This is an optimization exercise on Yosys and OpenROAD, whose aim is small area and a short achievable clock period, not a production implementation. Only simulation tests tie the RTL to the original design; equivalence was not proved.

## flow/design.v (module list and top-level ports; edited modules follow where they fit)
// module izhikevich: 5435 lines
module izhikevich (clk, a, b, c, d, v, u, i, v_prime, u_prime, fired);
  // ...
==> flow/flow/run.sh <==
#!/bin/bash
# Standard ORFS layout through the standard.sh, with two changes:
# no full/half-adder cell extraction in synthesis (ABC maps the adder logic
# to ordinary gates), and timing repair aiming for a larger setup slack.
set -euo pipefail
bash standard.sh ADDER_MAP_FILE= SETUP_SLACK_MARGIN=10 finish > standard_flow.log 2>&1
==> flow/standard.sh <==
#!/bin/bash
# synth_recipe.tcl (not shown) runs the flow's synth.tcl, then flattens the netlist and writes it again
# the make line also repeats each setting of config.mk as NAME=value (left out here)
make -C /OpenROAD-flow-scripts/flow DESIGN_CONFIG=/design/flow/config.mk WORK_HOME=/design/flow/orfs CLKGATE_MAP_FILE= SYNTH_SCRIPT=/design/flow/synth_recipe.tcl "${@:-finish}"
==> flow/config.mk <==
export PLATFORM = sky130hd
export DESIGN_NAME = izhikevich
export DESIGN_NICKNAME = izhikevich
export VERILOG_FILES = /design/flow/design.v
export SDC_FILE = /design/flow/constraint.sdc
export NUM_CORES = 4
export LEC_CHECK = 0
export ABC_AREA = 1
export CAP_MARGIN = 20
export CORE_MARGIN = 2
export CORE_UTILIZATION = 50
export SLEW_MARGIN = 20
==> flow/constraint.sdc <==
create_clock -name core_clock -period 24.0 [get_ports {clk}]
set_input_delay 4.8000 -clock core_clock [delete_from_list [all_inputs] [get_ports {clk}]]
set_output_delay 4.8000 -clock core_clock [all_outputs]
set_load 0.01 [all_outputs]
==> impl_metrics.yaml, run 1 <==
outcome:
  status: "no timing/DRC/antenna violations"
worst_setup_path:
  crit_path_end_kind: "register"
  startpoint_type: "input pin"
  path_depth: 54
  critPathLaunch: "v[1]"
layout:
  multi_input_gates: 5876
  fin_cells: 7876
  final_common_cell: "nand2_1"
  largestClassByArea: "multi-input combinational cells"
  antenna_cells: 0
  reg_top3: "u_prime (17), v_prime (17), fired (1)"
  clock_buffers: 6
synthesis:
  synth_compound_area_frac: 0.1090
  synthArstFlopShare: 0
  synth.largest_area_cell: "nand2_1"
  yosysMostFrequentCell: "nand2_1"
  yosysTopAreaCellShare: 0.3380
  synth_top_family_by_area: "simple AND/OR/NAND/NOR gates"
  synth-simple-area-share: 0.6235
  synth.yosys.seq_area_share: 0.02088
timing:
  fmax_ghz: 0.07636
  hold_viol_final: 0
  slew_headroom: 0.1704
  worst_pin_slew_ns: 1.242
  fin_crit_sh: 0.5457
drt:
  vias_per_cell: 5.414
  detail-route-antenna-nets: 0
  drc_errors: 0
  drt_iter0_markers: 4227
clock_network:
  cts_setup_buffers: 0
  path_clk_slew_ns: 0.06
  clockRootBuffer: "clkbuf_16"
  htree_num_levels: 2
  cts_tree: "built"
floorplan:
  dieArea_um2: 69220
global_route:
  grt_pass1_wl_mm: 195.8
  grt_busiest_layer: "met2"
  grtUsageTotal: 0.3461
placed_design:
  post-dp-hpwl_mm: 98.93
==> run 2, diff against run 1 <==
--- a/flow/flow/run.sh
+++ b/flow/flow/run.sh
@@ -4,3 +4,3 @@
 # to ordinary gates), and timing repair aiming for a larger setup slack.
 set -euo pipefail
-bash standard.sh ADDER_MAP_FILE= SETUP_SLACK_MARGIN=10 finish > standard_flow.log 2>&1
+bash standard.sh ADDER_MAP_FILE= SETUP_SLACK_MARGIN=9.5 finish > standard_flow.log 2>&1
==> run 2 against run 1 <==
Non-clock buffer count shrank 15. Utilization shrank 0.40 points. Synthesized area is the same. Clock-buffer cell count is the same. First-iteration DRC count shrank 4.4%. Final cell count shrank 0.19%. Final area shrank 0.73%. Via count is essentially flat. Global-route usage is essentially flat. Die area is the same. Critical endpoint is now u_prime[16]$_DFF_P_. Largest cell class unchanged. Highest routed layer unchanged.
==> impl_metrics.yaml, run 2 <==
worst_setup_path:
  crit_path_end_kind: "register"
  worstPathMaxFanout: 17
  worstPathRequired_ns: 24.16
  cp.arrival_ns: 13.75
  crit_type: "in -> reg"
  cpMaxStageDelayCell: "clkdlybuf4s50_1"
  crit_path_max_incr_delay_ns: 1.23
  startpoint_type: "input pin"
  cp_common_cell: "nand2_1"
timing:
  whs_ns: 5.046
  worst_pin_slew_ns: 1.206
  slew_headroom: 0.1931
  final_max_slew_viol_count: 0
  setup_violations: 0
  hold_viol_final: 0
  fin_crit_sh: 0.5662
  tns_ns: 0
  final.min_clock_period_ns: 13.59
  worst_slack_ns: 10.41
  fmax_ghz: 0.07359
  grt_setup_unrepaired: "yes"
synthesis:
  ys_types: 70
  yosysTopAreaCellShare: 0.3380
  syn_nets: 7098
  synthArstFlopShare: 0
  netlist_top_cells_area: "nand2_1, nand3_1, inv_1"
  yosysMostFrequentCell: "nand2_1"
  postSynthCellCount: 6978
  synth-edff-count: 0
  synth_ff_type: "dfxtp_1"
  synth.avg_cell_area_um2: 4.810
  synth.yosys.seq_area_share: 0.02088
  synth_top_cells_by_count: "nand2_1, nand3_1, inv_1, nor2_1, xor2_1"
  yosysWarnings: 1
  netlist_area_um2: 33560
  ys_seq_elements: 35
  synth.largest_area_cell: "nand2_1"
floorplan:
  start_util: 0.5078
  io_pins: 155
  dieArea_um2: 69220
  fp.dieH_um: 263.1
  die_w_um: 263.1
  num_rows: 94
  core_area_um2: 66100
clock_network:
  cts_tree: "built"
  cts_buffers: 5
  clockRootBuffer: "clkbuf_16"
  htree_num_levels: 2
  path_clk_slew_ns: 0.06
  clock_sinks: 35
  cts_hold_buffers: 0
  clockBufferDepth: 2
layout:
  nets: 7116
  final_common_cell: "nand2_1"
  final_util: 0.5401
  antenna_cells: 0
  drive_gt1_frac: 0.05602
  layout_common_cells: "nand2_1, nand3_1, inv_1"
  reg_top3: "u_prime (17), v_prime (17), fired (1)"
  fillers: 7336
  final_area_um2: 35700
  syn_to_final_growth_pct: 6.375
drt:
  routed.top_layer: "met4"
  drc_errors: 0
  wl_met1_mm: 56.21
  dr.pass1.iters: 6
  detail_route.wl_per_cell_um: 15.76
  drt_iter0_markers: 4040
  wl_met2_mm: 51.27
  vias: 42660
  routed-wl-met3_mm: 9.618
  detail-route-antenna-nets: 0
  vias_per_cell: 5.427
  routed_wl_mm: 123.9
flow_run:
  drv_cap: 0
global_route:
  grt_pass1_vias: 37150
  antenna_found_initial: 0
  grt_pass1_wl_mm: 195.8
  gr-total-overflow: 0
  grt_start_max_net_pins: 33
  grtUsageTotal: 0.3460
hold_path:
  hold_path.class: "in -> reg"
placed_design:
  place.gp.congestion: 0.9825
  post-dp-hpwl_mm: 98.93
  dp_slack_ns: 9.451
  port_buffers: 154
  placed_area_um2: 35410
outcome:
  status: "no timing/DRC/antenna violations"
-- run 2: worst max-delay path, delay by kind of cell --
kind / cells / cell delay (ns)
and+or+nand+nor: 41 / 5.24
AOI/OAI and AO/OA: 6 / 1.50
xor gates and xnor gates: 1 / 0.22
buffers and inverters: 7 / 1.97
-- run 2: cell families after synthesis --
family | Yosys count | synth area share
xor+xnor | 440 | 0.1165
compound gates | 601 | 0.1090
fa+ha+maj | 2 | 0.0005965
simple gates | 4833 | 0.6235
flops | 35 | 0.02088
buf+inv | 1067 | 0.1295
-- run 2: area by class of cell --
class                   instances  area [µm²]  area share
multi-input cells            5876       28560      0.8001
inverters                     875        3311     0.09273
repair buffers                202        1899     0.05320
well taps                     864        1081     0.03028
flip-flops and latches         35       700.7     0.01963
clock buffers                   6       128.9    0.003610
clock inverters                 2       12.51   0.0003504
repair inverters                1       5.005   0.0001402
-- run 2: layer usage --
metal / vias to the layer above / global-route usage
met3: 289 / 0.02909
met1: 18550 / 0.4767
li1: 22140 / -
met5: - / 0
met4: 0 / 0.1727
met2: 1687 / 0.5390
-- run 2: path summary, 6_finish.rpt --
kind | endpoint | startpoint | cells after the start | slack [ns]
worst max-delay path | u_prime[16]$_DFF_P_ | v[12] | 55 | 10.41
worst min-delay path | v_prime[14]$_DFF_P_ | c[14] | 3 | 5.05
-- run 2: timing repair --
item	CTS	global route
setup buffers	0	13
setup endpoints to repair	0	34
resized for setup	0	16
-- run 2: per-stage QoR --
| stage | std cells |
|---|---|
| 2_1_floorplan | 6978 |
| 3_3_place_gp | 7839 |
| 3_5_place_dp | 7839 |
| 4_1_cts | 7847 |
| 5_1_grt | 7861 |
| 6_report | 7861 |
==> run 3, diff against run 2 <==
==> flow/flow/run.sh (replaced) <==
#!/bin/bash
# Standard ORFS layout through the standard.sh, with two changes:
# no full/half-adder cell extraction in synthesis (ABC maps the adder logic
# to ordinary gates), and timing repair aiming for a larger setup slack.
set -euo pipefail
bash standard.sh ADDER_MAP_FILE= SETUP_SLACK_MARGIN=10.5 finish > standard_flow.log 2>&1
==> run 3 against run 2 <==
Still clean on timing, DRC and antenna. Die area is the same. Critical path depth increased by 4. Utilization up 1.4 points. Global-route usage grew 0.10 points. Critical path type unchanged. Highest routed layer unchanged.
==> impl_metrics.yaml, run 3 <==
global_route:
  use_met2: 0.5425
  gr-total-overflow: 0
  gr-usage-met1: 0.4772
  grt_start_max_net_pins: 33
  grtUsageTotal: 0.3470
  grt_pass1_wl_mm: 196.3
  grt_use_met3: 0.02946
  grt_pass1_vias: 37280
  grt_busiest_layer: "met2"
  antenna_found_initial: 0
clock_network:
  clock_sinks: 35
  cts_hold_buffers: 0
  clockBufferDepth: 2
  cts_tree: "built"
  cts_buffers: 5
  path_clk_slew_ns: 0.06
  clockRootBuffer: "clkbuf_16"
  htree_num_levels: 2
synthesis:
  netlist_area_um2: 33560
  synth_ff_type: "dfxtp_1"
  synth.largest_area_cell: "nand2_1"
  yosysTopAreaCellShare: 0.3380
  synth_top_cells_by_count: "nand2_1, nand3_1, inv_1, nor2_1, xor2_1"
  synth.avg_cell_area_um2: 4.810
  ys_types: 70
  netlist_top_cells_area: "nand2_1, nand3_1, inv_1"
  synth.yosys.seq_area_share: 0.02088
  synth-edff-count: 0
  synthArstFlopShare: 0
  ys_seq_elements: 35
  postSynthCellCount: 6978
  syn_nets: 7098
  yosysMostFrequentCell: "nand2_1"
  yosysWarnings: 1
floorplan:
  die_w_um: 263.1
  core_area_um2: 66100
  start_util: 0.5078
  dieArea_um2: 69220
  fp.dieH_um: 263.1
  io_pins: 155
  num_rows: 94
worst_setup_path:
  cpMaxStageDelayCell: "clkdlybuf4s50_1"
  startpoint_type: "input pin"
  cp_common_cell: "nand2_1"
  crit_type: "in -> reg"
  critPathCapture: "u_prime[13]$_DFF_P_"
  crit_path_max_incr_delay_ns: 0.45
  critPathLaunch: "v[4]"
  worstPathRequired_ns: 24.24
  worstPathMaxFanout: 23
  crit_path_end_kind: "register"
  cp.arrival_ns: 13.19
layout:
  nets: 7166
  final_area_um2: 36650
  fillers: 7263
  reg_top3: "u_prime (17), v_prime (17), fired (1)"
  drive_gt1_frac: 0.06925
  fin_cells: 7911
  antenna_cells: 0
  syn_to_final_growth_pct: 9.182
  layout_common_cells: "nand2_1, nand3_1, inv_1"
  final_common_cell: "nand2_1"
timing:
  whs_ns: 5.046
  slew_headroom: 0.2011
  final.min_clock_period_ns: 12.95
  fin_crit_sh: 0.5396
  final_max_slew_viol_count: 0
  fmax_ghz: 0.07722
  hold_viol_final: 0
  tns_ns: 0
  grt_setup_unrepaired: "no"
  setup_violations: 0
  worst_pin_slew_ns: 1.194
drt:
  drc_errors: 0
  vias: 43050
  dr.pass1.iters: 9
  detail_route.wl_per_cell_um: 16.00
  vias_per_cell: 5.442
  detail-route-antenna-nets: 0
  routed_wl_mm: 126.6
  drt_iter0_markers: 4276
flow_run:
  drv_cap: 0
placed_design:
  port_buffers: 154
  place.gp.congestion: 0.9825
  post-dp-hpwl_mm: 98.93
  placed_area_um2: 35410
  placed_cells: 7839
hold_path:
  hold_path.class: "in -> reg"
outcome:
  status: "no timing/DRC/antenna violations"
[run 3: routing by layer]
metal	wire length, µm	vias to the layer above	part of all wire
met5	0	-	0
met3	10090	309	0.080
met1	56910	18790	0.45
met2	52970	1690	0.42
met4	6609	0	0.052
li1	-	22260	-
[run 3: repair_timing]
action	4_1_cts	5_1_grt
pin swaps	0	13
setup buffers	11	47
gates resized for setup	20	121
setup endpoints to repair	33	35
cloned	1	5
[run 3: cell families after synthesis]
family,share of synthesized area
AND/OR/NAND/NOR,0.6235
buffers and inverters,0.1295
AO/OA/AOI/OAI,0.1090
XOR/XNOR,0.1165
flip-flops,0.02088
adder cells (fa/ha/maj),0.0005965
[run 3: per-stage QoR]
step | setup WS, ns | utilization
finish | 11.05 | 0.5544
global route | 10.43 | 0.5544
CTS | 10.62 | 0.5400
detailed placement | 9.451 | 0.5357
global placement | 9.466 | 0.5356
floorplan | 13.13 | -
[run 3: cell type report]
class / count / area, µm² / area share
well taps: 864 / 1081 / 0.02950
repair inverters: 1 / 5.005 / 0.0001366
clock buffers: 6 / 128.9 / 0.003517
inverters: 875 / 3369 / 0.09195
flip-flops and latches: 35 / 700.7 / 0.01912
repair buffers: 249 / 2459 / 0.06709
clock inverters: 2 / 12.51 / 0.0003414
multi-input cells: 5879 / 28890 / 0.7883
[run 3: worst max-delay path, delay by kind of cell]
kind,cells,cell delay [ns]
simple gates,48,5.90
buf+inv,7,1.54
compound gates,3,0.60
xor+xnor,1,0.32
[run 3: how the worst min path moves through the flow]
stage                     start             endpoint  slack (ns)  depth (start not counted)
after floorplan           c[16]  v_prime[16]$_DFF_P_        4.90                          2
after global placement    c[14]  v_prime[14]$_DFF_P_        5.36                          3
after detailed placement  c[14]  v_prime[14]$_DFF_P_        5.36                          3
after CTS                 c[14]  v_prime[14]$_DFF_P_        5.04                          3
after global routing      c[15]  v_prime[15]$_DFF_P_        5.08                          3
final                     c[14]  v_prime[14]$_DFF_P_        5.05                          3
==> run 4, diff against run 3 <==
==> flow/flow/run.sh (replaced) <==
#!/bin/bash
# Standard ORFS layout through the standard.sh, with two changes:
# no full/half-adder cell extraction in synthesis (ABC maps the adder logic
# to ordinary gates), and timing repair aiming for a larger setup slack.
set -euo pipefail
bash standard.sh ADDER_MAP_FILE= SETUP_SLACK_MARGIN=11 finish > standard_flow.log 2>&1
--- a/flow/config.mk
+++ b/flow/config.mk
@@ -9,4 +9,4 @@
 export CAP_MARGIN = 20
 export CORE_MARGIN = 2
-export CORE_UTILIZATION = 50
+export CORE_UTILIZATION = 40
 export SLEW_MARGIN = 20
==> run 4 against run 3 <==
Sequential cell count unchanged. Critical path depth rose by 3. Worst setup slack improved by 0.47 ns. First-iteration DRC count fell by 6.4%. Routed wire length increased by 3.3%. Fmax grew 3.8%.
==> impl_metrics.yaml, run 4 <==
global_route:
  grt_pass1_vias: 37760
  gr-total-overflow: 0
  grt_start_max_net_pins: 33
  antenna_found_initial: 1
  grtUsageTotal: 0.2817
  grt_pass1_wl_mm: 196.8
synthesis:
  synth-edff-count: 0
  ys_seq_elements: 35
  synth_top_cells_by_count: "nand2_1, nand3_1, inv_1, nor2_1, xor2_1"
  ys_types: 70
  synthArstFlopShare: 0
  syn_nets: 7098
  yosysWarnings: 1
  synth.yosys.seq_area_share: 0.02088
  synth.largest_area_cell: "nand2_1"
  synth.avg_cell_area_um2: 4.810
  netlist_area_um2: 33560
  netlist_top_cells_area: "nand2_1, nand3_1, inv_1"
  postSynthCellCount: 6978
  yosysMostFrequentCell: "nand2_1"
  yosysTopAreaCellShare: 0.3380
  synth_ff_type: "dfxtp_1"
timing:
  final.min_clock_period_ns: 12.48
  worst_pin_slew_ns: 1.181
  setup_violations: 0
  slew_headroom: 0.2097
  whs_ns: 5.049
  tns_ns: 0
  final_max_slew_viol_count: 0
  fmax_ghz: 0.08012
  hold_viol_final: 0
  fin_crit_sh: 0.5201
  grt_setup_unrepaired: "yes"
clock_network:
  htree_num_levels: 2
  cts_tree: "built"
  path_clk_slew_ns: 0.07
  clockRootBuffer: "clkbuf_16"
  clock_sinks: 35
  cts_buffers: 5
  clockBufferDepth: 2
worst_setup_path:
  cp.arrival_ns: 12.75
  cp_common_cell: "nand2_1"
  worstPathMaxFanout: 18
  cpMaxStageDelayCell: "clkdlybuf4s50_1"
  crit_path_end_kind: "register"
  worstPathRequired_ns: 24.26
  startpoint_type: "input pin"
  crit_path_max_incr_delay_ns: 0.47
  crit_type: "in -> reg"
hold_path:
  hold_path_depth: 3
  worstHoldStart: "c[16]"
  hold_path.class: "in -> reg"
  min_to: "v_prime[16]$_DFF_P_"
outcome:
  status: "no timing/DRC/antenna violations"
layout:
  fillers: 9184
  layout_common_cells: "nand2_1, nand3_1, inv_1"
  final_common_cell: "nand2_1"
  drive_gt1_frac: 0.09813
  final_area_um2: 38570
  seqCellArea_um2: 700.7
  multi_input_area_um2: 29820
  reg_top3: "u_prime (17), v_prime (17), fired (1)"
  nets: 7232
  final_util: 0.4623
  syn_to_final_growth_pct: 14.90
drt:
  dr.pass1.iters: 8
  routed_wl_mm: 130.8
  drt_iter0_markers: 4003
  detail_route.wl_per_cell_um: 15.96
  detail-route-antenna-nets: 0
  drc_errors: 0
  vias_per_cell: 5.352
  vias: 43850
flow_run:
  drv_cap: 0
floorplan:
  die_w_um: 293.7
  core_area_um2: 83420
  fp.dieH_um: 293.7
  dieArea_um2: 86240
  num_rows: 106
  start_util: 0.4023
  io_pins: 155
placed_design:
  port_buffers: 154
  post-dp-hpwl_mm: 99.14
  place.gp.congestion: 0.9667
  placed_area_um2: 35710
## run 4: changes by cell type in the layout (fill, tap and decap cells not counted), sizes merged, moves of 2 or more
| cell | change |
|---|---|
| buf | +53 |
| clkbuf | +12 |
| clkdlybuf4s50 | -10 |
| clkinv | +2 |
| dlymetal6s2s | +6 |
| nand2 | +3 |
## run 4: cell type report
| type | instances | area share |
|---|---|---|
| sequential | 35 | 0.01817 |
| inverter | 875 | 0.08815 |
| multi-input combinational | 5884 | 0.7733 |
| timing repair inverter | 2 | 0.0002595 |
| tap | 1080 | 0.03504 |
| antenna | 1 | 0.00006489 |
| timing repair buffer | 309 | 0.08140 |
| clock inverter | 2 | 0.0003244 |
| clock buffer | 6 | 0.003342 |
## run 4: what timing repair did
action / CTS / global route
gates cloned: 1 / 18
endpoints found under the setup margin: 33 / 35
pin swaps: 4 / 59
hold buffers: 0 / 0
resized for setup: 67 / 358
buffers inserted: 24 / 81
## run 4: metal layers
layer,track usage,part of all wire
met1,0.3767,0.43
met2,0.4547,0.43
met3,0.03006,0.086
met4,0.1263,0.052
met5,0,0
## run 4: critical path, delay by kind of cell
kind,cells,cell delay (ns)
and+or+nand+nor,45,5.18
buffers and inverters,12,1.71
AOI/OAI and AO/OA,3,0.57
xor gates and xnor gates,2,0.46
## run 4: worst max path at each step
stage	from	endpoint	slack [ns]	cells after the start
global route	b[6]	u_prime[13]$_DFF_P_	10.86	68
global placement	b[9]	u_prime[11]$_DFF_P_	9.45	59
detailed placement	b[9]	u_prime[13]$_DFF_P_	9.39	57
finish	v[10]	u_prime[15]$_DFF_P_	11.52	62
CTS	b[5]	u_prime[13]$_DFF_P_	10.98	65
floorplan	v[0]	u_prime[6]$_DFF_P_	13.13	53
## run 4: stage by stage
| step | setup WS, ns | std cells |
|---|---|---|
| after CTS | 10.98 | 8094 |
| after global routing | 10.86 | 8194 |
| after global placement | 9.452 | 8061 |
| after floorplan | 13.13 | 6978 |
| final | 11.52 | 8194 |
| after detailed placement | 9.394 | 8061 |
## run 4: kinds of logic (layout without fill, tap and decap cells)
logic type,after synthesis,in the layout,synth area share
flops,35,35,0.02088
buf+inv,1067,1194,0.1295
other cells,0,1,0
simple gates,4833,4841,0.6235
fa+ha+maj,2,2,0.0005965
xor+xnor,440,440,0.1165
compound gates,601,601,0.1090

==> what the ideal ports hide <==
The flow's constraints put no driver on any port. The routed layouts listed below were extracted and timed again, unchanged, in two steps. Step 1 (the two cells are an assumption about what drives the block):
set clk [get_ports {clk}]
set_driving_cell -lib_cell sky130_fd_sc_hd__clkbuf_16 $clk
set_driving_cell -lib_cell sky130_fd_sc_hd__buf_2 [delete_from_list [all_inputs] $clk]
Step 2 moves the port delays by t, midway between the first and last clock arrival at a register: inputs arrive t later, outputs are due t later. That takes back most of the time a late clock gives input paths. Slacks: no drivers / after step 1 / after step 2; pairs: no drivers / after step 1.
run | shift t [ns] | setup WS [ns] | hold slack, ns | worst setup path after step 2 | slew at the worst register clock pin (ns)
run 1 | 0.351 | 10.904 / 10.932 / 10.581 | 5.043 / 5.021 / 5.372 | input to register | 0.06 / 0.06
run 2 | 0.350 | 10.412 / 10.441 / 10.091 | 5.046 / 5.024 / 5.374 | input to register | 0.06 / 0.06
run 3 | 0.351 | 11.049 / 11.077 / 10.726 | 5.046 / 5.023 / 5.374 | input to register | 0.07 / 0.07
run 4 | 0.363 | 11.519 / 11.552 / 11.189 | 5.049 / 5.027 / 5.390 | input to register | 0.07 / 0.07
After both steps every run listed still meets setup and hold. The setup slack of run 4, which loses most, moves by +0.033 ns with the drivers and by -0.330 ns with both steps.
